This is an optimization exercise on Yosys and OpenROAD, whose aim is small area, a short achievable clock period and few clock cycles per item, not a production implementation. In this exercise RTL edits were held to simulation tests only and were not proved equivalent to the original. No activity file was given, so power comes from the tool's default toggle rates.

[design/flow/flow/run.sh]
#!/bin/bash
# Own layout flow: the standard ORFS flow (standard.sh) with these changes:
#  - synthesis maps the logic with an area-oriented abc script
#    (flow/abc_myarea.script) instead of ORFS's delay-oriented one; the
#    flip-flops, flattening and renaming are the standard flow's (synth_recipe.tcl);
#  - the port buffers that placement inserts are buf_2 cells;
#  - the extra ORFS make variables in flow/make_args.txt, if any (one per
#    line), are passed to every make call.
# Each tool's output goes to the logs under orfs/logs and to flow_*.log here.
set -euo pipefail
HERE=$(pwd)
rm -rf scripts_mod
cp -r "$FLOW_HOME/scripts" scripts_mod
cp flow/abc_myarea.script scripts_mod/
python3 flow/patch_synth.py scripts_mod/synth.tcl
EXTRA=""
if [[ -f flow/make_args.txt ]]; then
  while read -r line; do
    [[ -n "$line" ]] && EXTRA="$EXTRA '$line'"
  done < flow/make_args.txt
fi
# standard.sh with our scripts folder, port buffer cell and extra variables
# added to its make call
sed -e "s|make -C |make SCRIPTS_DIR=$HERE/scripts_mod 'BUFFER_PORTS_ARGS=-buffer_cell sky130_fd_sc_hd__buf_2' $EXTRA -C |" standard.sh > standard_mod.sh
grep -q "SCRIPTS_DIR=$HERE/scripts_mod" standard_mod.sh
bash standard_mod.sh synth > flow_synth.log 2>&1
bash standard_mod.sh > flow_layout.log 2>&1
test -f out/final.def
[design/flow/flow/abc_myarea.script]
strash
dch
amap
topo
stime -c
[design/flow/flow/make_args.txt]
SETUP_SLACK_MARGIN=19.5
[design/flow/flow/patch_synth.py]
#!/usr/bin/env python3
"""Patch a copy of ORFS's synth.tcl so that abc maps with abc_myarea.script
(area-oriented mapping) instead of ORFS's delay-oriented abc script. Only the
abc call changes: flip-flop mapping, flattening and renaming are untouched."""
import sys
f = sys.argv[1]
t = open(f).read()
old = '  log_cmd abc {*}$abc_args\n'
assert t.count(old) == 1, "abc call not found"
new = '  log_cmd abc {*}[lreplace $abc_args 1 1 $::env(SCRIPTS_DIR)/abc_myarea.script]\n'
open(f, 'w').write(t.replace(old, new))
[design/flow/standard.sh]
#!/bin/bash
# synth_recipe.tcl (not shown) runs the flow's synth.tcl, then flattens the netlist and writes it again
# the make line also repeats each setting of config.mk as NAME=value (left out here)
make -C /OpenROAD-flow-scripts/flow DESIGN_CONFIG=/design/flow/config.mk WORK_HOME=/design/flow/orfs CLKGATE_MAP_FILE= SYNTH_SCRIPT=/design/flow/synth_recipe.tcl "${@:-finish}"
[design/flow/config.mk]
export PLATFORM = sky130hd
export DESIGN_NAME = bitty_core
export DESIGN_NICKNAME = bitty_core
export VERILOG_FILES = /design/flow/design.v
export SDC_FILE = /design/flow/constraint.sdc
export NUM_CORES = 4
export LEC_CHECK = 0
export ABC_AREA = 1
export CAP_MARGIN = 20
export CORE_MARGIN = 2
export CORE_UTILIZATION = 55
export CTS_BUF_LIST = sky130_fd_sc_hd__clkbuf_8
export SLEW_MARGIN = 20
export SYNTH_HIERARCHICAL = 1
export SYNTH_MINIMUM_KEEP_SIZE = 0
[design/flow/constraint.sdc]
create_clock -name core_clock -period 40.0 [get_ports {clk}]
set_input_delay 8.0000 -clock core_clock [delete_from_list [all_inputs] [get_ports {clk}]]
set_output_delay 8.0000 -clock core_clock [all_outputs]
set_load 0.01 [all_outputs]
[design/flow/design.v]
module register (
    input clk, enable,
    input [15:0] data_in,
    output reg [15:0] data_out
);
    always @(posedge clk)
        if (enable)
            data_out <= data_in;
endmodule
module ao8 (
    input  [7:0] s, d,
    output       y
);
    assign y = |(s & d);
endmodule
module regfile (
    input         clk, reset,
    input  [2:0]  rx, ry,
    input         we,
    input  [15:0] wdata,
    output [15:0] A, B
);
    wire [15:0] rd [7:0];
    reg  [7:0]  valid;
    wire [7:0]  asel, bsel;
    always @(posedge clk or posedge reset)
        if (reset)
            valid <= 8'd0;
        else if (we)
            valid[rx] <= 1'b1;
    genvar i, j;
    generate
        for (i = 0; i < 8; i = i + 1) begin : gen_registers
            register reg_inst (
                .clk(clk),
                .enable(we && (rx == i)),
                .data_in(wdata),
                .data_out(rd[i])
            );
            assign asel[i] = valid[i] & (rx == i);
            assign bsel[i] = valid[i] & (ry == i);
        end
        for (j = 0; j < 16; j = j + 1) begin : gen_read
            wire [7:0] col = {rd[7][j], rd[6][j], rd[5][j], rd[4][j],
                              rd[3][j], rd[2][j], rd[1][j], rd[0][j]};
            ao8 ra (.s(asel), .d(col), .y(A[j]));
            ao8 rb (.s(bsel), .d(col), .y(B[j]));
        end
    endgenerate
endmodule
module alu (
    input  [15:0] A, B,
    input  [3:0]  ALU_Sel,
    input         mode,
    input         shift_multi,      
    input  [15:0] R, Q,             
    input         div_step,         
    input  [15:0] rs,               
    output [15:0] ALU_Result,
    output        cout
);
    wire [4:0] op = {mode, ALU_Sel};
    wire o_add  = (op == 5'h00), o_sub  = (op == 5'h01), o_mul  = (op == 5'h02),
         o_div  = (op == 5'h03), o_mod  = (op == 5'h04), o_inc  = (op == 5'h05),
         o_dec  = (op == 5'h06), o_gt   = (op == 5'h07), o_eq   = (op == 5'h08),
         o_lt   = (op == 5'h09), o_ge   = (op == 5'h0A), o_le   = (op == 5'h0B),
         o_neg  = (op == 5'h0C), o_addc = (op == 5'h0D), o_rsub = (op == 5'h0E),
         o_shl1 = (op == 5'h14), o_shr1 = (op == 5'h15), o_shl  = (op == 5'h16),
         o_shr  = (op == 5'h17), o_swap = (op == 5'h1B), o_eqm  = (op == 5'h1C);
    wire o_cmp = o_gt | o_lt | o_ge | o_le;
    wire arith = o_add | o_sub | o_inc | o_dec | o_neg | o_addc | o_rsub | o_shl1 | div_step;
    wire inv_a  = o_gt | o_le | o_neg | o_rsub;
    wire y_b    = o_add | o_addc | o_rsub | o_gt | o_le;
    wire y_nb   = o_sub | o_lt | o_ge | div_step;
    wire y_a    = o_shl1;                        
    wire y_ones = o_dec;
    wire cin    = o_sub | o_inc | o_neg | o_addc | o_rsub | o_cmp | div_step;
    wire b_zero = ~|B;
    wire shift_n0 = (o_shl | o_shr) & ~b_zero;
    reg [3:0] t;
    always @(*) begin
        case (op)
            5'h10: t = 4'b1000;   
            5'h11: t = 4'b1110;   
            5'h13: t = 4'b0011;   
            5'h16, 5'h17: t = 4'b1100;   
            5'h18: t = 4'b0111;   
            5'h19: t = 4'b0001;   
            5'h1A: t = 4'b1001;   
            5'h1D: t = 4'b0100;   
            5'h1E: t = 4'b1101;   
            5'h1F: t = 4'b1111;   
            5'h12, 5'h08, 5'h1C: t = 4'b0110;   
            default: t = 4'b0000;
        endcase
    end
    wire en_L = ~(o_eq | o_eqm) & ~shift_n0;
    wire en_R = o_mul | o_mod;
    wire en_Q = o_div | (shift_multi & (o_shl | o_shr));
    wire [15:0] p, g, h, L;
    wire [15:0] a_up = {1'b0, A[15:1]};
    wire [15:0] a_sw = {A[7:0], A[15:8]};
    wire        eq = ~|L;
    wire        e_all = o_eqm & eq;
    wire        e_0 = (o_eqm | o_eq) & eq;
    genvar i;
    generate
        for (i = 0; i < 16; i = i + 1) begin : gen_slice
            alu_slice s (
                .a(A[i]), .b(B[i]), .a_up(a_up[i]), .a_sw(a_sw[i]),
                .rs(rs[i]), .sel_rs(div_step),
                .r(R[i]), .q(Q[i]), .e(i == 0 ? e_0 : e_all),
                .inv_a(inv_a), .y_b(y_b), .y_nb(y_nb), .y_a(y_a), .y_ones(y_ones),
                .t(t), .en_L(en_L), .en_shr1(o_shr1), .en_sw(o_swap),
                .en_R(en_R), .en_Q(en_Q), .arith(arith),
                .p(p[i]), .g(g[i]), .L(L[i]), .h(h[i])
            );
        end
    endgenerate
    wire [15:0] c;
    prefix16 pf (.p(p), .g(g), .cin(cin), .c(c), .cout(cout));
    wire [15:0] cm = c & {16{~o_cmp}};
    assign ALU_Result = {h[15:1] ^ cm[15:1],
                         o_cmp ? (cout ^ (o_gt | o_lt)) : (h[0] ^ cin)};
endmodule
module alu_slice (
    input       a, b, a_up, a_sw, r, q, e, rs, sel_rs,
    input       inv_a, y_b, y_nb, y_a, y_ones,
    input [3:0] t,
    input       en_L, en_shr1, en_sw, en_R, en_Q, arith,
    output      p, g, L, h
);
    wire x = (~sel_rs & ~inv_a & a) | (~sel_rs & inv_a & ~a) | (sel_rs & rs);
    wire y = (y_b & b) | (y_nb & ~b) | (y_a & a) | y_ones;
    assign p = x ^ y;
    assign g = x & y;
    assign L = t[{a, b}];
    wire other = (en_L & L) | (en_shr1 & a_up) | (en_sw & a_sw) | e |
                 (en_R & r) | (en_Q & q);
    assign h = arith ? p : other;
endmodule
module prefix16 (
    input  [15:0] p, g,
    input         cin,
    output [15:0] c,
    output        cout
);
    wire [15:0] G1, P1, G2, P2, G3, P3, G4;
    wire [15:0] g0 = {g[15:1], g[0] | (p[0] & cin)};
    genvar i;
    generate
        for (i = 0; i < 16; i = i + 1) begin : pf
            if (i % 2 == 1) begin
                assign G1[i] = g0[i] | (p[i] & g0[i-1]);
                assign P1[i] = p[i] & p[i-1];
            end else begin
                assign G1[i] = g0[i]; assign P1[i] = p[i];
            end
            if (i % 4 >= 2) begin
                assign G2[i] = G1[i] | (P1[i] & G1[(i/4)*4+1]);
                assign P2[i] = P1[i] & P1[(i/4)*4+1];
            end else begin
                assign G2[i] = G1[i]; assign P2[i] = P1[i];
            end
            if (i % 8 >= 4) begin
                assign G3[i] = G2[i] | (P2[i] & G2[(i/8)*8+3]);
                assign P3[i] = P2[i] & P2[(i/8)*8+3];
            end else begin
                assign G3[i] = G2[i]; assign P3[i] = P2[i];
            end
            if (i >= 8) begin
                assign G4[i] = G3[i] | (P3[i] & G3[7]);
            end else begin
                assign G4[i] = G3[i];
            end
        end
    endgenerate
    assign c = {G4[14:0], cin};
    assign cout = G4[15];
endmodule
module fa (input x, y, z, output s, c);
    assign s = x ^ y ^ z;
    assign c = (x & y) | (x & z) | (y & z);
endmodule
module muldiv (
    input             clk,
    input             first,      
    input             is_mul,
    input             is_div,     
    input             is_shr,     
    input      [15:0] A, B,
    output     [15:0] rs,         
    input      [15:0] d1,         
    input             c1,         
    output reg [15:0] R,
    output reg [15:0] Q
);
    wire [15:0] prod;
    mul16lo mul (.a(A), .b(B), .p(prod));
    wire [15:0] r   = first ? 16'd0 : R;
    wire [15:0] q   = first ? A : Q;
    assign rs = {r[14:0], q[15]};
    wire        ge1 = c1 | r[15];            
    wire [15:0] r1  = ge1 ? d1 : rs;
    wire [15:0] rs2 = {r1[14:0], q[14]};
    wire [15:0] nb  = ~B;
    wire [16:0] cy;
    wire [15:0] d2;
    assign cy[0] = 1'b1;
    genvar i;
    generate
        for (i = 0; i < 16; i = i + 1) begin : gen_sub
            fa f (.x(rs2[i]), .y(nb[i]), .z(cy[i]), .s(d2[i]), .c(cy[i + 1]));
        end
    endgenerate
    wire ge2 = cy[16] | r1[15];
    always @(posedge clk) begin
        R <= is_mul ? prod : (ge2 ? d2 : rs2);
        Q <= is_shr ? {1'b0, q[15:1]} : is_div ? {q[13:0], ge1, ge2} : {q[14:0], 1'b0};
    end
endmodule
module mul16lo (input [15:0] a, b, output [15:0] p);
    wire n0_0, n0_1, n0_2, n0_3, n0_4, n0_5, n0_6, n0_7, n0_8, n0_9, n0_10, n0_11, n0_12, n0_13, n0_14, n0_15, n1_0, n1_1, n1_2, n1_3, n1_4, n1_5, n1_6, n1_7, n1_8, n1_9, n1_10, n1_11, n1_12, n1_13, n1_14, n2_0, n2_1, n2_2, n2_3, n2_4, n2_5, n2_6, n2_7, n2_8, n2_9, n2_10, n2_11, n2_12, n2_13, n3_0, n3_1, n3_2, n3_3, n3_4, n3_5, n3_6, n3_7, n3_8, n3_9, n3_10, n3_11, n3_12, n4_0, n4_1, n4_2, n4_3, n4_4, n4_5, n4_6, n4_7, n4_8, n4_9, n4_10, n4_11, n5_0, n5_1, n5_2, n5_3, n5_4, n5_5, n5_6, n5_7, n5_8, n5_9, n5_10, n6_0, n6_1, n6_2, n6_3, n6_4, n6_5, n6_6, n6_7, n6_8, n6_9, n7_0, n7_1, n7_2, n7_3, n7_4, n7_5, n7_6, n7_7, n7_8, n8_0, n8_1, n8_2, n8_3, n8_4, n8_5, n8_6, n8_7, n9_0, n9_1, n9_2, n9_3, n9_4, n9_5, n9_6, n10_0, n10_1, n10_2, n10_3, n10_4, n10_5, n11_0, n11_1, n11_2, n11_3, n11_4, n12_0, n12_1, n12_2, n12_3, n13_0, n13_1, n13_2, n14_0, n14_1, n15_0, s0, k0, s1, k1, s2, k2, s3, k3, s4, k4, s5, k5, s6, k6, s7, k7, s8, k8, s9, k9, s10, k10, s11, k11, s12, k12, s13, k13, s14, k14, s15, k15, s16, k16, s17, k17, s18, k18, s19, k19, s20, k20, s21, k21, s22, k22, s23, k23, s24, k24, s25, k25, s26, k26, s27, k27, s28, k28, s29, k29, s30, k30, s31, k31, s32, k32, s33, k33, s34, k34, s35, k35, s36, k36, s37, k37, s38, k38, s39, k39, s40, k40, s41, k41, s42, k42, s43, k43, s44, k44, s45, k45, s46, k46, s47, k47, s48, k48, s49, k49, s50, k50, s51, k51, s52, k52, s53, k53, s54, k54, s55, k55, s56, k56, s57, k57, s58, k58, s59, k59, s60, k60, s61, k61, s62, k62, s63, k63, s64, k64, s65, k65, s66, k66, s67, k67, s68, k68, s69, k69, s70, k70, s71, k71, s72, k72, s73, k73, s74, k74, s75, k75, s76, k76, s77, k77, s78, k78, s79, k79, s80, k80, s81, k81, s82, k82, s83, k83, s84, k84, s85, k85, s86, k86, s87, k87, s88, k88, s89, k89, s90, k90, s91, k91, s92, k92, s93, k93, s94, k94, s95, k95, s96, k96, s97, k97, s98, k98, s99, k99, s100, k100, s101, k101, s102, k102, s103, k103, s104, k104;
    assign n0_0 = ~(a[0] & b[0]);
    assign n0_1 = ~(a[0] & b[1]);
    assign n0_2 = ~(a[0] & b[2]);
    assign n0_3 = ~(a[0] & b[3]);
    assign n0_4 = ~(a[0] & b[4]);
    assign n0_5 = ~(a[0] & b[5]);
    assign n0_6 = ~(a[0] & b[6]);
    assign n0_7 = ~(a[0] & b[7]);
    assign n0_8 = ~(a[0] & b[8]);
    assign n0_9 = ~(a[0] & b[9]);
    assign n0_10 = ~(a[0] & b[10]);
    assign n0_11 = ~(a[0] & b[11]);
    assign n0_12 = ~(a[0] & b[12]);
    assign n0_13 = ~(a[0] & b[13]);
    assign n0_14 = ~(a[0] & b[14]);
    assign n0_15 = ~(a[0] & b[15]);
    assign n1_0 = ~(a[1] & b[0]);
    assign n1_1 = ~(a[1] & b[1]);
    assign n1_2 = ~(a[1] & b[2]);
    assign n1_3 = ~(a[1] & b[3]);
    assign n1_4 = ~(a[1] & b[4]);
    assign n1_5 = ~(a[1] & b[5]);
    assign n1_6 = ~(a[1] & b[6]);
    assign n1_7 = ~(a[1] & b[7]);
    assign n1_8 = ~(a[1] & b[8]);
    assign n1_9 = ~(a[1] & b[9]);
    assign n1_10 = ~(a[1] & b[10]);
    assign n1_11 = ~(a[1] & b[11]);
    assign n1_12 = ~(a[1] & b[12]);
    assign n1_13 = ~(a[1] & b[13]);
    assign n1_14 = ~(a[1] & b[14]);
    assign n2_0 = ~(a[2] & b[0]);
    assign n2_1 = ~(a[2] & b[1]);
    assign n2_2 = ~(a[2] & b[2]);
    assign n2_3 = ~(a[2] & b[3]);
    assign n2_4 = ~(a[2] & b[4]);
    assign n2_5 = ~(a[2] & b[5]);
    assign n2_6 = ~(a[2] & b[6]);
    assign n2_7 = ~(a[2] & b[7]);
    assign n2_8 = ~(a[2] & b[8]);
    assign n2_9 = ~(a[2] & b[9]);
    assign n2_10 = ~(a[2] & b[10]);
    assign n2_11 = ~(a[2] & b[11]);
    assign n2_12 = ~(a[2] & b[12]);
    assign n2_13 = ~(a[2] & b[13]);
    assign n3_0 = ~(a[3] & b[0]);
    assign n3_1 = ~(a[3] & b[1]);
    assign n3_2 = ~(a[3] & b[2]);
    assign n3_3 = ~(a[3] & b[3]);
    assign n3_4 = ~(a[3] & b[4]);
    assign n3_5 = ~(a[3] & b[5]);
    assign n3_6 = ~(a[3] & b[6]);
    assign n3_7 = ~(a[3] & b[7]);
    assign n3_8 = ~(a[3] & b[8]);
    assign n3_9 = ~(a[3] & b[9]);
    assign n3_10 = ~(a[3] & b[10]);
    assign n3_11 = ~(a[3] & b[11]);
    assign n3_12 = ~(a[3] & b[12]);
    assign n4_0 = ~(a[4] & b[0]);
    assign n4_1 = ~(a[4] & b[1]);
    assign n4_2 = ~(a[4] & b[2]);
    assign n4_3 = ~(a[4] & b[3]);
    assign n4_4 = ~(a[4] & b[4]);
    assign n4_5 = ~(a[4] & b[5]);
    assign n4_6 = ~(a[4] & b[6]);
    assign n4_7 = ~(a[4] & b[7]);
    assign n4_8 = ~(a[4] & b[8]);
    assign n4_9 = ~(a[4] & b[9]);
    assign n4_10 = ~(a[4] & b[10]);
    assign n4_11 = ~(a[4] & b[11]);
    assign n5_0 = ~(a[5] & b[0]);
    assign n5_1 = ~(a[5] & b[1]);
    assign n5_2 = ~(a[5] & b[2]);
    assign n5_3 = ~(a[5] & b[3]);
    assign n5_4 = ~(a[5] & b[4]);
    assign n5_5 = ~(a[5] & b[5]);
    assign n5_6 = ~(a[5] & b[6]);
    assign n5_7 = ~(a[5] & b[7]);
    assign n5_8 = ~(a[5] & b[8]);
    assign n5_9 = ~(a[5] & b[9]);
    assign n5_10 = ~(a[5] & b[10]);
    assign n6_0 = ~(a[6] & b[0]);
    assign n6_1 = ~(a[6] & b[1]);
    assign n6_2 = ~(a[6] & b[2]);
    assign n6_3 = ~(a[6] & b[3]);
    assign n6_4 = ~(a[6] & b[4]);
    assign n6_5 = ~(a[6] & b[5]);
    assign n6_6 = ~(a[6] & b[6]);
    assign n6_7 = ~(a[6] & b[7]);
    assign n6_8 = ~(a[6] & b[8]);
    assign n6_9 = ~(a[6] & b[9]);
    assign n7_0 = ~(a[7] & b[0]);
    assign n7_1 = ~(a[7] & b[1]);
    assign n7_2 = ~(a[7] & b[2]);
    assign n7_3 = ~(a[7] & b[3]);
    assign n7_4 = ~(a[7] & b[4]);
    assign n7_5 = ~(a[7] & b[5]);
    assign n7_6 = ~(a[7] & b[6]);
    assign n7_7 = ~(a[7] & b[7]);
    assign n7_8 = ~(a[7] & b[8]);
    assign n8_0 = ~(a[8] & b[0]);
    assign n8_1 = ~(a[8] & b[1]);
    assign n8_2 = ~(a[8] & b[2]);
    assign n8_3 = ~(a[8] & b[3]);
    assign n8_4 = ~(a[8] & b[4]);
    assign n8_5 = ~(a[8] & b[5]);
    assign n8_6 = ~(a[8] & b[6]);
    assign n8_7 = ~(a[8] & b[7]);
    assign n9_0 = ~(a[9] & b[0]);
    assign n9_1 = ~(a[9] & b[1]);
    assign n9_2 = ~(a[9] & b[2]);
    assign n9_3 = ~(a[9] & b[3]);
    assign n9_4 = ~(a[9] & b[4]);
    assign n9_5 = ~(a[9] & b[5]);
    assign n9_6 = ~(a[9] & b[6]);
    assign n10_0 = ~(a[10] & b[0]);
    assign n10_1 = ~(a[10] & b[1]);
    assign n10_2 = ~(a[10] & b[2]);
    assign n10_3 = ~(a[10] & b[3]);
    assign n10_4 = ~(a[10] & b[4]);
    assign n10_5 = ~(a[10] & b[5]);
    assign n11_0 = ~(a[11] & b[0]);
    assign n11_1 = ~(a[11] & b[1]);
    assign n11_2 = ~(a[11] & b[2]);
    assign n11_3 = ~(a[11] & b[3]);
    assign n11_4 = ~(a[11] & b[4]);
    assign n12_0 = ~(a[12] & b[0]);
    assign n12_1 = ~(a[12] & b[1]);
    assign n12_2 = ~(a[12] & b[2]);
    assign n12_3 = ~(a[12] & b[3]);
    assign n13_0 = ~(a[13] & b[0]);
    assign n13_1 = ~(a[13] & b[1]);
    assign n13_2 = ~(a[13] & b[2]);
    assign n14_0 = ~(a[14] & b[0]);
    assign n14_1 = ~(a[14] & b[1]);
    assign n15_0 = ~(a[15] & b[0]);
    fa u0 (.x(n0_2), .y(n1_1), .z(n2_0), .s(s0), .c(k0));
    fa u1 (.x(n0_3), .y(n1_2), .z(n2_1), .s(s1), .c(k1));
    fa u2 (.x(n3_0), .y(k0), .z(s1), .s(s2), .c(k2));
    fa u3 (.x(n0_4), .y(n1_3), .z(n2_2), .s(s3), .c(k3));
    fa u4 (.x(n3_1), .y(n4_0), .z(k1), .s(s4), .c(k4));
    fa u5 (.x(s3), .y(k2), .z(s4), .s(s5), .c(k5));
    fa u6 (.x(n0_5), .y(n1_4), .z(n2_3), .s(s6), .c(k6));
    fa u7 (.x(n3_2), .y(n4_1), .z(n5_0), .s(s7), .c(k7));
    fa u8 (.x(k3), .y(s6), .z(s7), .s(s8), .c(k8));
    fa u9 (.x(k4), .y(s8), .z(k5), .s(s9), .c(k9));
    fa u10 (.x(n0_6), .y(n1_5), .z(n2_4), .s(s10), .c(k10));
    fa u11 (.x(n3_3), .y(n4_2), .z(n5_1), .s(s11), .c(k11));
    fa u12 (.x(n6_0), .y(k6), .z(k7), .s(s12), .c(k12));
    fa u13 (.x(s10), .y(s11), .z(k8), .s(s13), .c(k13));
    fa u14 (.x(s12), .y(s13), .z(k9), .s(s14), .c(k14));
    fa u15 (.x(n0_7), .y(n1_6), .z(n2_5), .s(s15), .c(k15));
    fa u16 (.x(n3_4), .y(n4_3), .z(n5_2), .s(s16), .c(k16));
    fa u17 (.x(n6_1), .y(n7_0), .z(k10), .s(s17), .c(k17));
    fa u18 (.x(k11), .y(s15), .z(s16), .s(s18), .c(k18));
    fa u19 (.x(k12), .y(s17), .z(s18), .s(s19), .c(k19));
    fa u20 (.x(k13), .y(s19), .z(k14), .s(s20), .c(k20));
    fa u21 (.x(n0_8), .y(n1_7), .z(n2_6), .s(s21), .c(k21));
    fa u22 (.x(n3_5), .y(n4_4), .z(n5_3), .s(s22), .c(k22));
    fa u23 (.x(n6_2), .y(n7_1), .z(n8_0), .s(s23), .c(k23));
    fa u24 (.x(k15), .y(k16), .z(s21), .s(s24), .c(k24));
    fa u25 (.x(s22), .y(s23), .z(k17), .s(s25), .c(k25));
    fa u26 (.x(k18), .y(s24), .z(k19), .s(s26), .c(k26));
    fa u27 (.x(s25), .y(s26), .z(k20), .s(s27), .c(k27));
    fa u28 (.x(n0_9), .y(n1_8), .z(n2_7), .s(s28), .c(k28));
    fa u29 (.x(n3_6), .y(n4_5), .z(n5_4), .s(s29), .c(k29));
    fa u30 (.x(n6_3), .y(n7_2), .z(n8_1), .s(s30), .c(k30));
    fa u31 (.x(n9_0), .y(k21), .z(k22), .s(s31), .c(k31));
    fa u32 (.x(k23), .y(s28), .z(s29), .s(s32), .c(k32));
    fa u33 (.x(s30), .y(k24), .z(s31), .s(s33), .c(k33));
    fa u34 (.x(s32), .y(k25), .z(s33), .s(s34), .c(k34));
    fa u35 (.x(k26), .y(s34), .z(k27), .s(s35), .c(k35));
    fa u36 (.x(n0_10), .y(n1_9), .z(n2_8), .s(s36), .c(k36));
    fa u37 (.x(n3_7), .y(n4_6), .z(n5_5), .s(s37), .c(k37));
    fa u38 (.x(n6_4), .y(n7_3), .z(n8_2), .s(s38), .c(k38));
    fa u39 (.x(n9_1), .y(n10_0), .z(k28), .s(s39), .c(k39));
    fa u40 (.x(k29), .y(k30), .z(s36), .s(s40), .c(k40));
    fa u41 (.x(s37), .y(s38), .z(k31), .s(s41), .c(k41));
    fa u42 (.x(k32), .y(s39), .z(s40), .s(s42), .c(k42));
    fa u43 (.x(k33), .y(s41), .z(s42), .s(s43), .c(k43));
    fa u44 (.x(k34), .y(s43), .z(k35), .s(s44), .c(k44));
    fa u45 (.x(n0_11), .y(n1_10), .z(n2_9), .s(s45), .c(k45));
    fa u46 (.x(n3_8), .y(n4_7), .z(n5_6), .s(s46), .c(k46));
    fa u47 (.x(n6_5), .y(n7_4), .z(n8_3), .s(s47), .c(k47));
    fa u48 (.x(n9_2), .y(n10_1), .z(n11_0), .s(s48), .c(k48));
    fa u49 (.x(k36), .y(k37), .z(k38), .s(s49), .c(k49));
    fa u50 (.x(s45), .y(s46), .z(s47), .s(s50), .c(k50));
    fa u51 (.x(s48), .y(k39), .z(k40), .s(s51), .c(k51));
    fa u52 (.x(s49), .y(s50), .z(k41), .s(s52), .c(k52));
    fa u53 (.x(k42), .y(s51), .z(k43), .s(s53), .c(k53));
    fa u54 (.x(s52), .y(s53), .z(k44), .s(s54), .c(k54));
    fa u55 (.x(n0_12), .y(n1_11), .z(n2_10), .s(s55), .c(k55));
    fa u56 (.x(n3_9), .y(n4_8), .z(n5_7), .s(s56), .c(k56));
    fa u57 (.x(n6_6), .y(n7_5), .z(n8_4), .s(s57), .c(k57));
    fa u58 (.x(n9_3), .y(n10_2), .z(n11_1), .s(s58), .c(k58));
    fa u59 (.x(n12_0), .y(k45), .z(k46), .s(s59), .c(k59));
    fa u60 (.x(k47), .y(k48), .z(s55), .s(s60), .c(k60));
    fa u61 (.x(s56), .y(s57), .z(s58), .s(s61), .c(k61));
    fa u62 (.x(k49), .y(k50), .z(s59), .s(s62), .c(k62));
    fa u63 (.x(s60), .y(s61), .z(k51), .s(s63), .c(k63));
    fa u64 (.x(s62), .y(k52), .z(s63), .s(s64), .c(k64));
    fa u65 (.x(k53), .y(s64), .z(k54), .s(s65), .c(k65));
    fa u66 (.x(n0_13), .y(n1_12), .z(n2_11), .s(s66), .c(k66));
    fa u67 (.x(n3_10), .y(n4_9), .z(n5_8), .s(s67), .c(k67));
    fa u68 (.x(n6_7), .y(n7_6), .z(n8_5), .s(s68), .c(k68));
    fa u69 (.x(n9_4), .y(n10_3), .z(n11_2), .s(s69), .c(k69));
    fa u70 (.x(n12_1), .y(n13_0), .z(k55), .s(s70), .c(k70));
    fa u71 (.x(k56), .y(k57), .z(k58), .s(s71), .c(k71));
    fa u72 (.x(s66), .y(s67), .z(s68), .s(s72), .c(k72));
    fa u73 (.x(s69), .y(k59), .z(k60), .s(s73), .c(k73));
    fa u74 (.x(k61), .y(s70), .z(s71), .s(s74), .c(k74));
    fa u75 (.x(s72), .y(k62), .z(s73), .s(s75), .c(k75));
    fa u76 (.x(s74), .y(k63), .z(s75), .s(s76), .c(k76));
    fa u77 (.x(k64), .y(s76), .z(k65), .s(s77), .c(k77));
    fa u78 (.x(n0_14), .y(n1_13), .z(n2_12), .s(s78), .c(k78));
    fa u79 (.x(n3_11), .y(n4_10), .z(n5_9), .s(s79), .c(k79));
    fa u80 (.x(n6_8), .y(n7_7), .z(n8_6), .s(s80), .c(k80));
    fa u81 (.x(n9_5), .y(n10_4), .z(n11_3), .s(s81), .c(k81));
    fa u82 (.x(n12_2), .y(n13_1), .z(n14_0), .s(s82), .c(k82));
    fa u83 (.x(k66), .y(k67), .z(k68), .s(s83), .c(k83));
    fa u84 (.x(k69), .y(s78), .z(s79), .s(s84), .c(k84));
    fa u85 (.x(s80), .y(s81), .z(s82), .s(s85), .c(k85));
    fa u86 (.x(k70), .y(k71), .z(k72), .s(s86), .c(k86));
    fa u87 (.x(s83), .y(s84), .z(s85), .s(s87), .c(k87));
    fa u88 (.x(k73), .y(k74), .z(s86), .s(s88), .c(k88));
    fa u89 (.x(s87), .y(k75), .z(s88), .s(s89), .c(k89));
    fa u90 (.x(k76), .y(s89), .z(k77), .s(s90), .c(k90));
    fa u91 (.x(n0_15), .y(n1_14), .z(n2_13), .s(s91), .c(k91));
    fa u92 (.x(n3_12), .y(n4_11), .z(n5_10), .s(s92), .c(k92));
    fa u93 (.x(n6_9), .y(n7_8), .z(n8_7), .s(s93), .c(k93));
    fa u94 (.x(n9_6), .y(n10_5), .z(n11_4), .s(s94), .c(k94));
    fa u95 (.x(n12_3), .y(n13_2), .z(n14_1), .s(s95), .c(k95));
    fa u96 (.x(n15_0), .y(k78), .z(k79), .s(s96), .c(k96));
    fa u97 (.x(k80), .y(k81), .z(k82), .s(s97), .c(k97));
    fa u98 (.x(s91), .y(s92), .z(s93), .s(s98), .c(k98));
    fa u99 (.x(s94), .y(s95), .z(k83), .s(s99), .c(k99));
    fa u100 (.x(k84), .y(k85), .z(s96), .s(s100), .c(k100));
    fa u101 (.x(s97), .y(s98), .z(k86), .s(s101), .c(k101));
    fa u102 (.x(k87), .y(s99), .z(s100), .s(s102), .c(k102));
    fa u103 (.x(k88), .y(s101), .z(s102), .s(s103), .c(k103));
    fa u104 (.x(k89), .y(s103), .z(k90), .s(s104), .c(k104));
    wire [15:0] ns = {s104, s90, s77, s65, s54, s44, s35, s27, s20, s14, s9, s5, s2, s0, n0_1, n0_0};
    wire [15:0] nc = {1'b1, 1'b1, 1'b1, 1'b1, 1'b1, 1'b1, 1'b1, 1'b1, 1'b1, 1'b1, 1'b1, 1'b1, 1'b1, 1'b1, n1_0, 1'b1};
    assign p = ~(ns + nc + 16'd1);
endmodule
module control_unit (
    input        clk, reset, run,
    input  [15:0] instruction,
    input  [15:0] B,
    output       first,
    output       is_mul,
    output       is_div,
    output       is_shr,
    output       shift_multi,
    output       div_step,
    output       done
);
    wire [3:0] sel  = instruction[6:3];
    wire       mode = instruction[2];
    wire   is_shift = mode & ((sel == 4'd6) | (sel == 4'd7));
    assign is_shr   = mode & (sel == 4'd7);
    assign is_mul   = ~mode & (sel == 4'd2);
    assign is_div   = ~mode & ((sel == 4'd3) | (sel == 4'd4));
    assign shift_multi = is_shift & ~|B[15:4] & |B[3:0];
    wire   multi    = is_mul | is_div | shift_multi;
    reg [3:0] cnt;
    assign first = (cnt == 4'd0);
    wire last = is_div ? cnt[3] : is_mul ? cnt[0] : (cnt == B[3:0]);
    assign done = run & (~multi | last);
    assign div_step = is_div & ~cnt[3];
    always @(posedge clk or posedge reset) begin
        if (reset)
            cnt <= 4'd0;
        else if (run & multi & ~last)
            cnt <= cnt + 4'd1;
        else
            cnt <= 4'd0;
    end
endmodule
module bitty_core (
    input clk, reset, run,                   
    input [15:0] instruction,                
    output done,                             
    output [15:0] reg_s,                     
    output [15:0] alu_result                 
);
    wire [15:0] A, B, R, Q;
    wire        first, is_mul, is_div, is_shr, shift_multi, div_step, c1;
    wire [15:0] rs;
    regfile rf (
        .clk(clk), .reset(reset),
        .rx(instruction[15:13]), .ry(instruction[12:10]),
        .we(done), .wdata(alu_result),
        .A(A), .B(B)
    );
    assign reg_s = A;
    alu alu_inst (
        .A(A), .B(B),
        .ALU_Sel(instruction[6:3]),
        .mode(instruction[2]),
        .shift_multi(shift_multi),
        .R(R), .Q(Q),
        .div_step(div_step), .rs(rs),
        .ALU_Result(alu_result), .cout(c1)
    );
    muldiv md (
        .clk(clk), .first(first), .is_mul(is_mul), .is_div(is_div),
        .is_shr(is_shr), .A(A), .B(B),
        .rs(rs), .d1(alu_result), .c1(c1), .R(R), .Q(Q)
    );
    control_unit cu (
        .clk(clk), .reset(reset), .run(run),
        .instruction(instruction), .B(B),
        .first(first), .is_mul(is_mul), .is_div(is_div), .is_shr(is_shr),
        .shift_multi(shift_multi), .div_step(div_step), .done(done)
    );
endmodule
==> results of run 1 <==
-- placed cells by master, fill, tap and decap left out, types with 32 or more instances in the layout --
master	count
nand2_1	291
dfxtp_1	32
edfxtp_1	128
nand4_1	34
and2_0	32
a21oi_1	80
o21ai_0	85
a22oi_1	151
fa_1	121
ha_1	33
clkinv_1	109
nor2_1	77
buf_4	91
buf_2	46
-- stage by stage --
step | area [um2] | util, % | hold WS, ns | power (uW)
final | 15600 | 64.3 | 0.532 | 826
after global routing | 15600 | 64.3 | 0.565 | 882
after CTS | 15400 | 63.4 | 0.546 | 815
after detailed placement | 14900 | 61.4 | 0.534 | 685
after global placement | 14900 | 61.3 | 0.512 | 679
after floorplan | 13600 | - | 0.478 | 537
-- state kept, by name, indices dropped and copies added (netlist names) --
register                            flops
cu.cnt                                  4
md.R                                   16
rf.gen_registers.reg_inst.data_out    128
rf.valid                                8
md.Q                                   16
-- per-layer routing --
layer	share of wire [%]	wire [um]	GRT usage, %	vias to the layer above
li1	-	-	-	5662
met1	41	19000	51.5	6092
met2	44	20500	54.8	840
met3	12	5560	8.73	114
met4	3.2	1510	12.3	2
met5	0.026	12	0	-
-- worst paths after layout --
path	from	end	slack [ns]	cells past startpoint
min in group asynchronous	reset	cu.cnt[1]	7.37	2
setup / recovery	instruction[12]	alu_result[3]	19.68	20
max in group asynchronous	reset	rf.valid[5]	32.39	2
setup reg to reg	cu.cnt[0]	md.R[12]	27.07	44
hold reg to reg	cu.cnt[2]	cu.cnt[2]	0.53	1
hold / removal	cu.cnt[2]	cu.cnt[2]	0.53	1
-- layout make-up --
| cell class | instances | area [um2] |
|---|---|---|
| flip-flops and latches | 172 | 4780 |
| clock buffers | 17 | 234 |
| multi-input cells | 1157 | 8550 |
| fillers | 2073 | 8650 |
| clock inverters | 15 | 175 |
| well taps | 324 | 405 |
| inverters | 112 | 429 |
| repair buffers | 143 | 1020 |
-- power by group through the flow --
stage / combinational (uW) / clock (uW) / sequential, uW
6_report: 469 / 128 / 230
5_1_grt: 516 / 135 / 231
4_1_cts: 458 / 127 / 229
3_5_place_dp: 453 / 0 / 233
3_3_place_gp: 446 / 0 / 233
2_1_floorplan: 308 / 0 / 230
-- timing repair --
action / 4_1_cts / 5_1_grt
pin swaps: 4 / 3
gates cloned: 0 / 1
setup endpoints to repair: 32 / 32
gates resized for setup: 8 / 28
buffers inserted: 8 / 9
hold buffers: 0 / 0
-- worst register-to-register path: cells and delay by family, from the launching register on --
family          cells  cell delay (ns)
fa+ha+maj          17             7.11
flops               1             0.45
buf+inv            11             2.42
simple gates        3             0.29
compound gates     13             2.51
==> impl_results.rst, run 1 <==
.. list-table::
   :header-rows: 1

   * - Metric
     - Value
   * - Internal power component
     - 453 uW
   * - HPWL after detailed placement
     - 30800 um
   * - Total nets after synthesis
     - 1615
   * - Most frequent cell on the critical path
     - buf_4
   * - H-tree Lvls
     - 4
   * - Number of routed nets with antenna violations
     - 0
   * - Required @ worst endpoint
     - 32.00 ns
   * - Logic gate share of total power
     - 56.7%
   * - Number of buffer cells added on primary ports
     - 46
   * - Final count of hold timing violations
     - 0
   * - Overall overflow remaining after global route
     - 0
   * - Maximum count of clock buffers along a single path
     - 2
   * - Tcrit/Tclk final
     - 50.8%
   * - Worst path bufs/invs
     - 7
   * - Power density cells
     - 53.0 nW/um2
   * - DRT Wirelength
     - 46600 um
   * - Post-synthesis instance area
     - 13500 um2
   * - Via count of the first global-routing pass
     - 11903
   * - Clock-pin slew of the registers on the worst-case setup and hold paths
     - 0.10 ns
   * - Ordered cell list for the critical path
     - buf_2, clkinv_1, nor3_2, buf_4, a22oi_1, nand4_1, buf_4, a22oi_1, o21ai_0, nor4_1, nand4_1, nor3_1, buf_4, a2111oi_1, nand2_1, a21oi_1, o21ai_0, o21ai_0, buf_4, buf_2
   * - Setup TNS
     - 0 ns
   * - Clock group share of total power
     - 15.5%
   * - Clk Tree Root Cell
     - clkbuf_8
   * - Slowest stage cell, crit path
     - a2111oi_1
   * - Number of antenna violations at the first check in global routing
     - 1
   * - Synth-to-Final Area Change
     - 15.5%
   * - Setup repair after global routing missed its margin
     - yes
   * - Layout cell share with drive strength beyond 1
     - 13.6%
   * - Dpl ws
     - 18.22 ns
   * - Via density per instance
     - 6.55
   * - Remaining max-slew budget at the tightest pin
     - 23.9%
   * - Sinks on the clock net
     - 172
   * - Worst Path Class, Setup
     - input port to output port
   * - Kind of end point of the critical path
     - output port
   * - Largest net degree at the start of global routing
     - 36
   * - Crit Path Max Fanout
     - 23
   * - Final max-slew violation count
     - 0
   * - Category of the worst setup path launch point
     - input port
   * - Post-synthesis instance total
     - 1442
   * - Final std cells w/o fill
     - 1940
   * - Total leakage power
     - 0.00524 uW
   * - Post-DR wirelength/cell
     - 24.0 um
   * - DRC
     - 0
   * - Family of cells with the greatest summed delay on the critical path
     - compound AO/OA/AOI/OAI gates
   * - Number of placement rows
     - 57
   * - First-pass GRT wire length
     - 70200 um
   * - Critical Path Max Stage Delay
     - 0.61 ns
   * - Global-route usage over all layers
     - 36.1%
   * - Core box area
     - 24200 um2
   * - Net switching fraction of the power
     - 45.2%
   * - Outcome
     - no timing/DRC/antenna violations
   * - Max Clock Skew
     - 0.0174 ns
   * - Synthesized area per cell
     - 9.37 um2
   * - Total setup violations reported at the end of the flow
     - 0
   * - Number of warnings issued by yosys
     - 11
   * - Initial core utilization
     - 55.7%
   * - Number of antenna cells inserted
     - 0
   * - Violation count after the first detailed-route iteration
     - 1778
   * - NumNets Final
     - 1776
   * - Num CTS Buffers
     - 17
   * - Final critical path time including I/O delays and setup
     - 20.32 ns
   * - Type of the most critical hold path
     - register to register
   * - Die Span X
     - 161 um
   * - Peak ir drop on the vdd network
     - 51.1 uV
   * - Total die area
     - 25800 um2
   * - Placer Congestion
     - 0.966
   * - Y dimension of the die
     - 161 um
   * - Total I/O pin count
     - 52
   * - Insertion delay to the later sink of the worst-skew pair
     - 0.48 ns
   * - Max-cap viol count
     - 0
   * - Initial DRT Pass Iterations
     - 6
   * - Worst path setup slack after routing
     - 19.68 ns
   * - Total placed cells including tap cells
     - 1889
   * - Net switching power of the design
     - 374 uW
   * - CTS tree
     - built
   * - FMAX
     - 0.0492 GHz
   * - Arrival @ worst endpoint
     - 12.32 ns
   * - Via count
     - 12710
   * - Least-Margin Pin Slew
     - 1.14 ns
   * - Fraction of power consumed by sequential logic
     - 27.8%
Testbench counts, summed over its fixed seeds: cycles 14,932, instrs 12,000.
==> run 2: changes to the inputs <==
==> design/flow/flow/abc_myarea.script (replaced) <==
strash
dch
map -a
topo
stime -c
==> design/flow/flow/make_args.txt (replaced) <==
SETUP_SLACK_MARGIN=19.8
==> impl_results.rst, run 2 <==
.. list-table::
   :header-rows: 1

   * - Metric
     - Value
   * - Synthesized area per cell
     - 9.22 um2 (was 9.37 um2)
   * - Sinks on the clock net
     - 172 (unchanged)
   * - Required @ worst endpoint
     - 32.00 ns (about the same)
   * - Max Clock Skew
     - 0.0314 ns (was 0.0174 ns)
   * - Flip-flop count of the largest register, all copies and words added
     - 128 (unchanged)
   * - Power density cells
     - 54.3 nW/um2 (was 53.0 nW/um2)
   * - Clock-pin slew of the registers on the worst-case setup and hold paths
     - 0.09 ns (was 0.10 ns)
   * - Number of cells traversed by the worst hold path
     - 1 (unchanged)
   * - Worst setup slack for register-to-register paths
     - 27.61 ns (was 27.07 ns)
   * - Top reg by flops
     - rf.gen_registers.reg_inst.data_out (unchanged)
   * - Dpl ws
     - 18.25 ns (was 18.22 ns)
   * - Worst reg2reg startpoint
     - rf.valid[1] (was cu.cnt[0])
   * - FF/Latch Area
     - 4780 um2 (unchanged)
   * - Total I/O pin count
     - 52 (unchanged)
   * - Number of warnings issued by yosys
     - 11 (unchanged)
   * - Placer Congestion
     - 0.970 (was 0.966)
   * - Final std cells w/o fill
     - 2027 (was 1940)
   * - Most common cell after layout, fill and taps aside
     - nand2_1 (unchanged)
   * - Kind of end point of the critical path
     - output port (unchanged)
   * - Overall overflow remaining after global route
     - 0 (unchanged)
   * - Initial core utilization
     - 56.2% (was 55.7%)
   * - Type of the most critical hold path
     - register to register (unchanged)
   * - Y dimension of the die
     - 162 um (was 161 um)
   * - Total nets after synthesis
     - 1655 (was 1615)
   * - CTS tree
     - built (unchanged)
   * - Number of placement rows
     - 57 (unchanged)
   * - Count of hold-fix buffers inserted at cts
     - 0 (unchanged)
   * - Violation count after the first detailed-route iteration
     - 1855 (was 1778)
   * - FMAX
     - 0.0498 GHz (was 0.0492 GHz)
   * - H-tree Lvls
     - 4 (unchanged)
   * - Outcome
     - no timing/DRC/antenna violations (unchanged)
   * - Post-synthesis instance total
     - 1482 (was 1442)
   * - Max-cap viol count
     - 0 (unchanged)
   * - Least-Margin Pin Slew
     - 1.07 ns (was 1.14 ns)
   * - Arrival @ worst endpoint
     - 12.09 ns (was 12.32 ns)
   * - Final count of hold timing violations
     - 0 (unchanged)
   * - Hold path startpoint
     - cu.cnt[0] (was cu.cnt[2])
   * - Number of antenna cells inserted
     - 0 (unchanged)
   * - Total die area
     - 26100 um2 (was 25800 um2)
   * - Cell count of the worst reg-to-reg path
     - 68 (was 44)
   * - Initial DRT Pass Iterations
     - 6 (unchanged)
   * - Number of routed nets with antenna violations
     - 0 (unchanged)
   * - Final max-slew violation count
     - 0 (unchanged)
   * - DRC
     - 0 (unchanged)
   * - Category of the worst setup path launch point
     - input port (unchanged)
   * - Final critical path time including I/O delays and setup
     - 20.09 ns (was 20.32 ns)
   * - Final core utilization
     - 67.3% (was 64.3%)
   * - Number of buffer cells added on primary ports
     - 46 (unchanged)
   * - Largest net degree at the start of global routing
     - 33 (was 36)
   * - Clk Tree Root Cell
     - clkbuf_8 (unchanged)
   * - Via count of the first global-routing pass
     - 12851 (was 11903)
   * - Num CTS Buffers
     - 17 (unchanged)
   * - Synth-to-Final Area Change
     - 19.8% (was 15.5%)
   * - Core box area
     - 24300 um2 (was 24200 um2)
   * - Via density per instance
     - 6.45 (was 6.55)
   * - First-pass GRT wire length
     - 75300 um (was 70200 um)
   * - Worst Path Class, Setup
     - input port to output port (unchanged)
   * - DRT Wirelength
     - 49800 um (was 46600 um)
   * - # fillers
     - 1936 (was 2073)
   * - Maximum count of clock buffers along a single path
     - 2 (unchanged)
   * - Global-route usage over all layers
     - 38.6% (was 36.1%)
   * - Post-DR wirelength/cell
     - 24.6 um (was 24.0 um)
   * - Worst path setup slack after routing
     - 19.91 ns (was 19.68 ns)
   * - Total placed cells including tap cells
     - 1921 (was 1889)
   * - Peak ir drop on the vdd network
     - 74.3 uV (was 51.1 uV)
   * - Setup repair after global routing missed its margin
     - no (was yes)
   * - Setup TNS
     - 0 ns (unchanged)
   * - Total leakage power
     - 0.00582 uW (was 0.00524 uW)
   * - Number of antenna violations at the first check in global routing
     - 0 (was 1)
   * - Total power consumption of the routed design
     - 889 uW (was 826 uW)
   * - Total setup violations reported at the end of the flow
     - 0 (unchanged)
   * - Via count
     - 13070 (was 12710)
   * - NumNets Final
     - 1863 (was 1776)
   * - Reg-to-Reg End
     - md.R[13] (was md.R[12])
   * - Endpoint of the worst hold-timing path
     - cu.cnt[0] (was cu.cnt[2])
   * - Layout cell share with drive strength beyond 1
     - 18.7% (was 13.6%)
   * - Remaining max-slew budget at the tightest pin
     - 28.4% (was 23.9%)
   * - Post-synthesis instance area
     - 13700 um2 (was 13500 um2)
   * - Tcrit/Tclk final
     - 50.2% (was 50.8%)
   * - Top library cells by usage in the layout, fill and taps aside
     - 381 x nand2_1, 144 x a22oi_1, 133 x clkinv_1 (was 291 x nand2_1, 151 x a22oi_1, 128 x edfxtp_1)
   * - Crit Path Max Fanout
     - 24 (was 23)
   * - Die Span X
     - 162 um (was 161 um)
   * - Insertion delay to the later sink of the worst-skew pair
     - 0.47 ns (was 0.48 ns)
   * - Regs by FF count
     - rf.gen_registers.reg_inst.data_out: 128 flops, md.Q: 16 flops, md.R: 16 flops (unchanged)
   * - HPWL after detailed placement
     - 31600 um (was 30800 um)
   * - Multi-input gate area in the final layout
     - 8780 um2 (was 8550 um2)
==> run 2: routing by layer <==
metal,vias to the layer above,GRT usage (%),routed length [um]
met2,891,60.1,22600
met1,6301,51.6,18900
met3,159,10.1,6110
li1,5719,-,-
met5,-,0,0
met4,0,16.5,2230
==> run 2: layout make-up <==
| type | instances | share of cell area, % |
|---|---|---|
| Timing Repair Buffer | 190 | 8.44 |
| Clock buffer | 17 | 1.43 |
| Clock inverter | 15 | 1.41 |
| Sequential cell | 172 | 29.2 |
| Inverter | 139 | 3.36 |
| Tap cell | 324 | 2.48 |
| Multi-Input combinational cell | 1170 | 53.6 |
==> run 2: repair_timing <==
action	CTS	global route
buffers inserted	64	10
resized for setup	28	62
pin swaps	12	6
setup endpoints to repair	33	33
==> run 2: worst max path at each step <==
stage / startpoint / to / slack (ns) / cells past startpoint
after CTS: instruction[13] / alu_result[0] / 19.75 / 25
after detailed placement: instruction[15] / alu_result[0] / 18.25 / 23
after global placement: instruction[15] / alu_result[0] / 18.35 / 23
final: instruction[11] / alu_result[0] / 19.91 / 26
after floorplan: instruction[4] / alu_result[0] / 19.82 / 20
after global routing: instruction[11] / alu_result[0] / 19.73 / 26
==> run 2: critical path, stage by stage <==
cell and delay, ns:
buf_2 0.11, clkinv_1 0.05, nand2_1 0.10, nor3_4 0.36, buf_4 0.31, a22oi_1 0.10, nand4_1 0.16, buf_8 0.27
clkinv_1 0.19, nand2_1 0.09, nand3_1 0.11, ha_4 0.25, a21oi_2 0.18, inv_2 0.06, a21oi_2 0.15, clkinv_2 0.10
a31oi_4 0.26, inv_4 0.07, a31oi_4 0.25, clkinv_4 0.15, nand3_4 0.10, o311ai_4 0.11, nand2_1 0.09, or2_2 0.12
o221ai_4 0.13, buf_2 0.18
==> run 2: stage by stage <==
stage	cell area [um2]	hold slack, ns
after global routing	16400	0.562
final	16400	0.533
after CTS	16000	0.546
after detailed placement	14900	0.532
after floorplan	13700	0.477
after global placement	14900	0.527
==> run 2: power breakdown <==
group,internal (uW),switching (uW),total (uW)
Sequential,224,11.8,236
Combinational,204,303,508
Clock,75.7,69.6,145
==> run 3: changes to the inputs <==
==> design/flow/flow/make_args.txt (replaced) <==
SETUP_SLACK_MARGIN=19.5
==> impl_results.rst, run 3 <==
.. list-table::
   :header-rows: 1

   * - Metric
     - Value
   * - Total I/O pin count
     - 52 (unchanged)
   * - Clock-pin slew of the registers on the worst-case setup and hold paths
     - 0.10 ns (was 0.09 ns)
   * - Hold path startpoint
     - cu.cnt[0] (unchanged)
   * - Violation count after the first detailed-route iteration
     - 1711 (was 1855)
   * - Layout cell share with drive strength beyond 1
     - 14.2% (was 18.7%)
   * - Synth-to-Final Area Change
     - 14.0% (was 19.8%)
   * - Worst reg2reg startpoint
     - cu.cnt[0] (was rf.valid[1])
   * - Remaining max-slew budget at the tightest pin
     - 20.0% (was 28.4%)
   * - Total die area
     - 26100 um2 (unchanged)
   * - Count of hold-fix buffers inserted at cts
     - 0 (unchanged)
   * - Final std cells w/o fill
     - 1967 (was 2027)
   * - First-pass GRT wire length
     - 71500 um (was 75300 um)
   * - Placer Congestion
     - 0.994 (was 0.970)
   * - NumNets Final
     - 1803 (was 1863)
   * - Arrival @ worst endpoint
     - 12.22 ns (was 12.09 ns)
   * - Kind of end point of the critical path
     - output port (unchanged)
   * - Reg-to-Reg End
     - md.R[15] (was md.R[13])
   * - Least-Margin Pin Slew
     - 1.20 ns (was 1.07 ns)
   * - Max Clock Skew
     - 0.0156 ns (was 0.0314 ns)
   * - Worst Path Class, Setup
     - input port to output port (unchanged)
   * - Num CTS Buffers
     - 17 (unchanged)
   * - Via density per instance
     - 6.41 (was 6.45)
   * - Number of placement rows
     - 57 (unchanged)
   * - Die Span X
     - 162 um (unchanged)
   * - Regs by FF count
     - rf.gen_registers.reg_inst.data_out: 128 flops, md.Q: 16 flops, md.R: 16 flops (unchanged)
   * - Worst setup slack for register-to-register paths
     - 27.49 ns (was 27.61 ns)
   * - Initial DRT Pass Iterations
     - 6 (unchanged)
   * - Number of antenna violations at the first check in global routing
     - 0 (unchanged)
   * - DRC
     - 0 (unchanged)
   * - Maximum count of clock buffers along a single path
     - 2 (unchanged)
   * - Overall overflow remaining after global route
     - 0 (unchanged)
   * - Category of the worst setup path launch point
     - input port (unchanged)
   * - Cell count of the worst reg-to-reg path
     - 48 (was 68)
   * - Number of routed nets with antenna violations
     - 0 (unchanged)
   * - Setup TNS
     - 0 ns (unchanged)
   * - HPWL after detailed placement
     - 31200 um (was 31600 um)
   * - H-tree Lvls
     - 4 (unchanged)
   * - Required @ worst endpoint
     - 32.00 ns (about the same)
   * - Setup repair after global routing missed its margin
     - no (unchanged)
   * - Final instance area
     - 15600 um2 (was 16400 um2)
   * - FMAX
     - 0.0495 GHz (was 0.0498 GHz)
   * - Synthesized area per cell
     - 9.22 um2 (unchanged)
   * - Y dimension of the die
     - 162 um (unchanged)
   * - Final count of hold timing violations
     - 0 (unchanged)
   * - Crit Path Max Fanout
     - 21 (was 24)
   * - Critical Path Max Stage Delay
     - 0.38 ns (was 0.36 ns)
   * - Outcome
     - no timing/DRC/antenna violations (unchanged)
   * - Most common cell after layout, fill and taps aside
     - nand2_1 (unchanged)
   * - Largest net degree at the start of global routing
     - 33 (unchanged)
   * - # fillers
     - 2079 (was 1936)
   * - Post-synthesis instance total
     - 1482 (unchanged)
   * - Final max-slew violation count
     - 0 (unchanged)
   * - Insertion delay to the later sink of the worst-skew pair
     - 0.48 ns (was 0.47 ns)
   * - Number of warnings issued by yosys
     - 11 (unchanged)
   * - Top library cells by usage in the layout, fill and taps aside
     - 381 x nand2_1, 144 x a22oi_1, 133 x clkinv_1 (unchanged)
   * - Via count of the first global-routing pass
     - 12269 (was 12851)
   * - CTS tree
     - built (unchanged)
   * - Ordered cell list for the critical path
     - buf_2, clkinv_1, nor3_2, buf_4, a22oi_1, nand4_1, buf_4, clkinv_1, nand2_1, nand3_1, ha_1, a21o_2, a31oi_4, clkinv_1, a31oi_1, buf_4, clkinv_2, nand3_1, o311ai_2, o221ai_2, buf_2
   * - Final critical path time including I/O delays and setup
     - 20.22 ns (was 20.09 ns)
   * - DRT Wirelength
     - 46600 um (was 49800 um)
   * - Type of the most critical hold path
     - register to register (unchanged)
   * - Global-route usage over all layers
     - 36.5% (was 38.6%)
   * - Top reg by flops
     - rf.gen_registers.reg_inst.data_out (unchanged)
   * - Area after DPL
     - 14900 um2 (about the same)
   * - Number of cells traversed by the worst hold path
     - 1 (unchanged)
   * - Total nets after synthesis
     - 1655 (unchanged)
   * - Sinks on the clock net
     - 172 (unchanged)
   * - Post-DR wirelength/cell
     - 23.7 um (was 24.6 um)
   * - Total leakage power
     - 0.00544 uW (was 0.00582 uW)
   * - Via count
     - 12605 (was 13070)
   * - Total setup violations reported at the end of the flow
     - 0 (unchanged)
   * - Tcrit/Tclk final
     - 50.6% (was 50.2%)
   * - Flip-flop count of the largest register, all copies and words added
     - 128 (unchanged)
   * - Post-synthesis instance area
     - 13700 um2 (unchanged)
   * - Core box area
     - 24300 um2 (unchanged)
   * - Peak ir drop on the vdd network
     - 68.8 uV (was 74.3 uV)
   * - Final core utilization
     - 64.0% (was 67.3%)
   * - Total placed cells including tap cells
     - 1919 (was 1921)
   * - Number of antenna cells inserted
     - 0 (unchanged)
   * - Initial core utilization
     - 56.2% (unchanged)
   * - Number of buffer cells added on primary ports
     - 46 (unchanged)
   * - Endpoint of the worst hold-timing path
     - cu.cnt[0] (unchanged)
   * - Slowest stage cell, crit path
     - buf_4 (was nor3_4)
   * - Clk Tree Root Cell
     - clkbuf_8 (unchanged)
   * - Power density cells
     - 54.1 nW/um2 (was 54.3 nW/um2)
   * - Max-cap viol count
     - 0 (unchanged)
[run 3: cell types whose count changed in the layout (fill, tap and decap cells not counted), moves of 3 or more]
cell,delta
bufinv_16,-4
clkinvlp_4,+3
buf_4,-51
a21oi_2,-3
a21oi_1,+4
xnor2_4,-4
o21ai_1,-4
nor2_4,-3
fa_1,+11
buf_6,-10
fa_2,-11
o21ai_0,+4
[run 3: worst max path at each step]
| stage | end | cells after the start | startpoint | slack, ns |
|---|---|---|---|---|
| global placement | alu_result[0] | 25 | instruction[15] | 18.22 |
| global route | alu_result[0] | 25 | instruction[14] | 19.47 |
| floorplan | alu_result[0] | 20 | instruction[4] | 19.56 |
| finish | alu_result[0] | 21 | instruction[12] | 19.78 |
| CTS | alu_result[7] | 18 | instruction[11] | 19.52 |
| detailed placement | alu_result[0] | 25 | instruction[15] | 18.27 |
[run 3: per-layer routing]
layer / share of wire [%] / routed length [um] / global-route usage (%) / vias up
met5: 0 / 0 / 0 / -
met4: 3.6 / 1680 / 13.3 / 0
met3: 11 / 4950 / 7.60 / 111
met2: 45 / 21000 / 57.1 / 733
met1: 41 / 18900 / 50.7 / 6177
li1: - / - / - / 5584
[run 3: area by class of cell]
| type | instances | area [um2] | area share (%) |
|---|---|---|---|
| sequential | 172 | 4780 | 30.7 |
| inverter | 139 | 529 | 3.40 |
| multi-input combinational | 1170 | 8570 | 55.0 |
| tap | 324 | 405 | 2.60 |
| clock buffer | 17 | 234 | 1.50 |
| clock inverter | 15 | 158 | 1.01 |
| timing repair buffer | 130 | 893 | 5.74 |
[run 3: critical path, delay by kind of cell]
kind,cells,cell delay (ns)
buffers and inverters,9,1.93
and+or+nand+nor,5,0.68
adders and majority gates,1,0.35
AOI/OAI and AO/OA,6,1.20
[run 3: power breakdown]
| group | switching, uW | internal, uW | leakage (uW) |
|---|---|---|---|
| Clock | 72.0 | 51.6 | 0.000195 |
| Sequential | 11.3 | 224 | 0.00157 |
| Combinational | 294 | 189 | 0.00368 |
| Total | 377 | 465 | 0.00544 |
[run 3: timing repair]
action | in CTS | in global routing
setup buffers | 8 | 8
pin swaps | 5 | 4
endpoints found under the setup margin | 33 | 33
resized for setup | 9 | 20
[run 3: stage by stage]
stage | hold slack (ns) | total power, uW | worst slack, ns
final | 0.538 | 842 | 19.78
after detailed placement | 0.530 | 706 | 18.27
after floorplan | 0.477 | 559 | 19.56
after CTS | 0.544 | 834 | 19.52
after global placement | 0.524 | 698 | 18.22
after global routing | 0.572 | 904 | 19.47
==> run 4: changes to the inputs <==
--- a/design/flow/config.mk
+++ b/design/flow/config.mk
@@ -11,4 +11,5 @@
 export CORE_UTILIZATION = 55
 export CTS_BUF_LIST = sky130_fd_sc_hd__clkbuf_8
+export PLACE_DENSITY = 0.7
 export SLEW_MARGIN = 20
 export SYNTH_HIERARCHICAL = 1
==> impl_results.rst, run 4 <==
.. list-table::
   :header-rows: 1

   * - Metric
     - Value
   * - Number of antenna cells inserted
     - 0 (unchanged)
   * - Total I/O pin count
     - 52 (unchanged)
   * - Top reg by flops
     - rf.gen_registers.reg_inst.data_out (unchanged)
   * - Final max-slew violation count
     - 0 (unchanged)
   * - Total setup violations reported at the end of the flow
     - 0 (unchanged)
   * - Peak ir drop on the vdd network
     - 52.3 uV (was 68.8 uV)
   * - Total die area
     - 26100 um2 (unchanged)
   * - Max-cap viol count
     - 0 (unchanged)
   * - Number of placement rows
     - 57 (unchanged)
   * - Category of the worst setup path launch point
     - input port (unchanged)
   * - Via count of the first global-routing pass
     - 12819 (was 12269)
   * - Tcrit/Tclk final
     - 51.0% (was 50.6%)
   * - Sinks on the clock net
     - 172 (unchanged)
   * - Worst path bufs/invs
     - 11 (was 9)
   * - Remaining max-slew budget at the tightest pin
     - 27.9% (was 20.0%)
   * - NumNets Final
     - 1877 (was 1803)
   * - Clock-pin slew of the registers on the worst-case setup and hold paths
     - 0.08 ns (was 0.10 ns)
   * - HPWL after detailed placement
     - 30900 um (was 31200 um)
   * - Number of buffer cells added on primary ports
     - 46 (unchanged)
   * - Number of cells traversed by the worst hold path
     - 1 (unchanged)
   * - Area after DPL
     - 14900 um2 (about the same)
   * - Final count of hold timing violations
     - 0 (unchanged)
   * - Core box area
     - 24300 um2 (unchanged)
   * - Final instance area
     - 16200 um2 (was 15600 um2)
   * - Least-Margin Pin Slew
     - 1.08 ns (was 1.20 ns)
   * - Family of cells with the greatest summed delay on the critical path
     - buffers and inverters (unchanged)
   * - H-tree Lvls
     - 4 (unchanged)
   * - Maximum count of clock buffers along a single path
     - 2 (unchanged)
   * - Flip-flop count of the largest register, all copies and words added
     - 128 (unchanged)
   * - Crit Path Max Fanout
     - 16 (was 21)
   * - Most frequent cell on the critical path
     - ha_1
   * - Max Clock Skew
     - 0.0214 ns (was 0.0156 ns)
   * - Total nets after synthesis
     - 1655 (unchanged)
   * - Insertion delay to the later sink of the worst-skew pair
     - 0.48 ns (about the same)
   * - Power density cells
     - 53.4 nW/um2 (was 54.1 nW/um2)
   * - Number of routed nets with antenna violations
     - 0 (unchanged)
   * - Final critical path time including I/O delays and setup
     - 20.42 ns (was 20.22 ns)
   * - Arrival @ worst endpoint
     - 12.42 ns (was 12.22 ns)
   * - Critical Path Max Stage Delay
     - 0.45 ns (was 0.38 ns)
   * - Number of warnings issued by yosys
     - 11 (unchanged)
   * - Worst setup slack for register-to-register paths
     - 27.22 ns (was 27.49 ns)
   * - Layout cell share with drive strength beyond 1
     - 17.7% (was 14.2%)
   * - Overall overflow remaining after global route
     - 0 (unchanged)
   * - Number of antenna violations at the first check in global routing
     - 1 (was 0)
   * - Total power consumption of the routed design
     - 865 uW (was 842 uW)
   * - DRC
     - 0 (unchanged)
   * - Initial DRT Pass Iterations
     - 7 (was 6)
   * - Worst path depth
     - 26 (was 21)
   * - First-pass GRT wire length
     - 73300 um (was 71500 um)
   * - Via density per instance
     - 6.46 (was 6.41)
   * - Most common cell after layout, fill and taps aside
     - nand2_1 (unchanged)
   * - Worst Path Class, Setup
     - input port to output port (unchanged)
   * - Violation count after the first detailed-route iteration
     - 1913 (was 1711)
   * - Clk Tree Root Cell
     - clkbuf_8 (unchanged)
   * - Slowest stage cell, crit path
     - xnor2_1 (was buf_4)
   * - Largest net degree at the start of global routing
     - 33 (unchanged)
   * - # fillers
     - 1949 (was 2079)
   * - Global-route usage over all layers
     - 37.6% (was 36.5%)
   * - Num CTS Buffers
     - 17 (unchanged)
   * - Synth-to-Final Area Change
     - 18.5% (was 14.0%)
   * - Cell count of the worst reg-to-reg path
     - 70 (was 48)
   * - Initial core utilization
     - 56.2% (unchanged)
   * - Post-DR wirelength/cell
     - 23.9 um (was 23.7 um)
   * - Final core utilization
     - 66.6% (was 64.0%)
   * - Setup repair after global routing missed its margin
     - yes (was no)
   * - Total leakage power
     - 0.00587 uW (was 0.00544 uW)
   * - CTS tree
     - built (unchanged)
   * - Post-synthesis instance area
     - 13700 um2 (unchanged)
   * - Post-synthesis instance total
     - 1482 (unchanged)
   * - Regs by FF count
     - rf.gen_registers.reg_inst.data_out: 128 flops, md.Q: 16 flops, md.R: 16 flops (unchanged)
   * - Setup TNS
     - 0 ns (unchanged)
   * - Kind of end point of the critical path
     - output port (unchanged)
   * - Y dimension of the die
     - 162 um (unchanged)
   * - Required @ worst endpoint
     - 32.00 ns (about the same)
   * - Outcome
     - no timing/DRC/antenna violations (unchanged)
   * - DRT Wirelength
     - 48800 um (was 46600 um)
   * - Top library cells by usage in the layout, fill and taps aside
     - 381 x nand2_1, 148 x buf_4, 144 x a22oi_1 (was 381 x nand2_1, 144 x a22oi_1, 133 x clkinv_1)
   * - FMAX
     - 0.0490 GHz (was 0.0495 GHz)
   * - Type of the most critical hold path
     - register to register (unchanged)
   * - Die Span X
     - 162 um (unchanged)
   * - Via count
     - 13190 (was 12605)
   * - Synthesized area per cell
     - 9.22 um2 (unchanged)
   * - Placer Congestion
     - 0.987 (was 0.994)
[run 4: cell types whose count changed in the layout (fill, tap and decap cells not counted), sizes merged, moves of 2 or more]
cell,previous run,this run
buf,130,199
bufinv,1,3
clkbuf,17,21
clkinv,137,140
clkinvlp,4,0
inv,12,10
[run 4: layer usage]
metal,up-vias,part of all wire [%],global-route usage [%]
li1,5746,-,-
met1,6306,38,50.5
met2,941,44,56.9
met3,195,13,10.6
met4,2,5.5,17.8
met5,-,0.023,0
[run 4: final cells by class]
cell class	count	area, um2	share of cell area [%]
Timing Repair Buffer	203	1490	9.19
Sequential cell	172	4780	29.5
Tap cell	324	405	2.50
Multi-Input combinational cell	1171	8580	53.0
Inverter	139	534	3.30
Clock inverter	14	151	0.935
Clock buffer	18	248	1.53
[run 4: path summary, 6_finish.rpt]
check | end | startpoint
hold / removal | cu.cnt[0] | cu.cnt[0]
setup reg to reg | md.R[15] | rf.valid[5]
max in group asynchronous | rf.valid[1] | reset
min in group asynchronous | cu.cnt[0] | reset
setup / recovery | alu_result[10] | instruction[13]
hold reg to reg | cu.cnt[0] | cu.cnt[0]
[run 4: worst reg2reg max path, delay by kind of cell (launching register included)]
kind                       cells  cell delay (ns)
AOI/OAI and AO/OA              2             0.43
and+or+nand+nor                4             0.41
adders and majority gates     11             4.49
buffers and inverters         52             6.80
DFF                            1             0.37
xor gates and xnor gates       1             0.20
[run 4: power breakdown]
part | leakage (uW) | internal (uW) | switching [uW] | total, uW
sequential | 0.00157 | 224 | 13.9 | 238
combinational | 0.00408 | 206 | 293 | 499
clock | 0.000221 | 62.6 | 65.2 | 128
[run 4: timing repair]
item,4_1_cts,5_1_grt
endpoints found under the setup margin,33,17
setup buffers,66,20
endpoints found under the hold margin,0,0
gates cloned,2,0
pin swaps,7,11
gates resized for setup,23,27
hold buffers,0,0
[run 4: per-stage QoR]
stage | hold WS, ns | worst slack (ns) | cells
after detailed placement | 0.529 | 18.11 | 1921
after floorplan | 0.477 | 19.56 | 1482
after CTS | 0.542 | 19.51 | 2021
final | 0.537 | 19.58 | 2041
after global routing | 0.570 | 19.44 | 2041
after global placement | 0.518 | 18.16 | 1920

==> what the ideal ports hide <==
The results above use ideal ports. As a check the final layouts listed here were re-extracted and re-timed, cells and wires unchanged.
Step 1 sets driving cells, clkbuf_16 on the clock port and buf_2 on the other inputs (assumed; they add their load-dependent delay and slew).
Step 2 adds t to the input delays and takes it off the output delays; t is the mean of the earliest and latest rising clock arrival at the registers after step 1. Input paths then give back, and output paths get back, about the clock's delay inside the block.
Three values: no drivers, after step 1, after step 2; two values: the first two.
| run | shift t [ns] | setup slack, ns | hold slack, ns | pins driven straight from the clock port |
|---|---|---|---|---|
| run 1 | 0.519 | 19.678 / 19.655 / 19.533 | 0.532 / 0.532 / 0.532 | 1 |
| run 2 | 0.502 | 19.914 / 19.895 / 19.546 | 0.533 / 0.533 / 0.533 | 1 |
| run 3 | 0.516 | 19.778 / 19.757 / 19.722 | 0.538 / 0.538 / 0.538 | 1 |
| run 4 | 0.516 | 19.584 / 19.561 / 19.181 | 0.537 / 0.537 / 0.537 | 1 |
After both steps setup and hold are still met in every run listed. For run 4, which loses most, drivers alone change the setup slack by -0.023 ns; drivers and shift together by -0.403 ns.
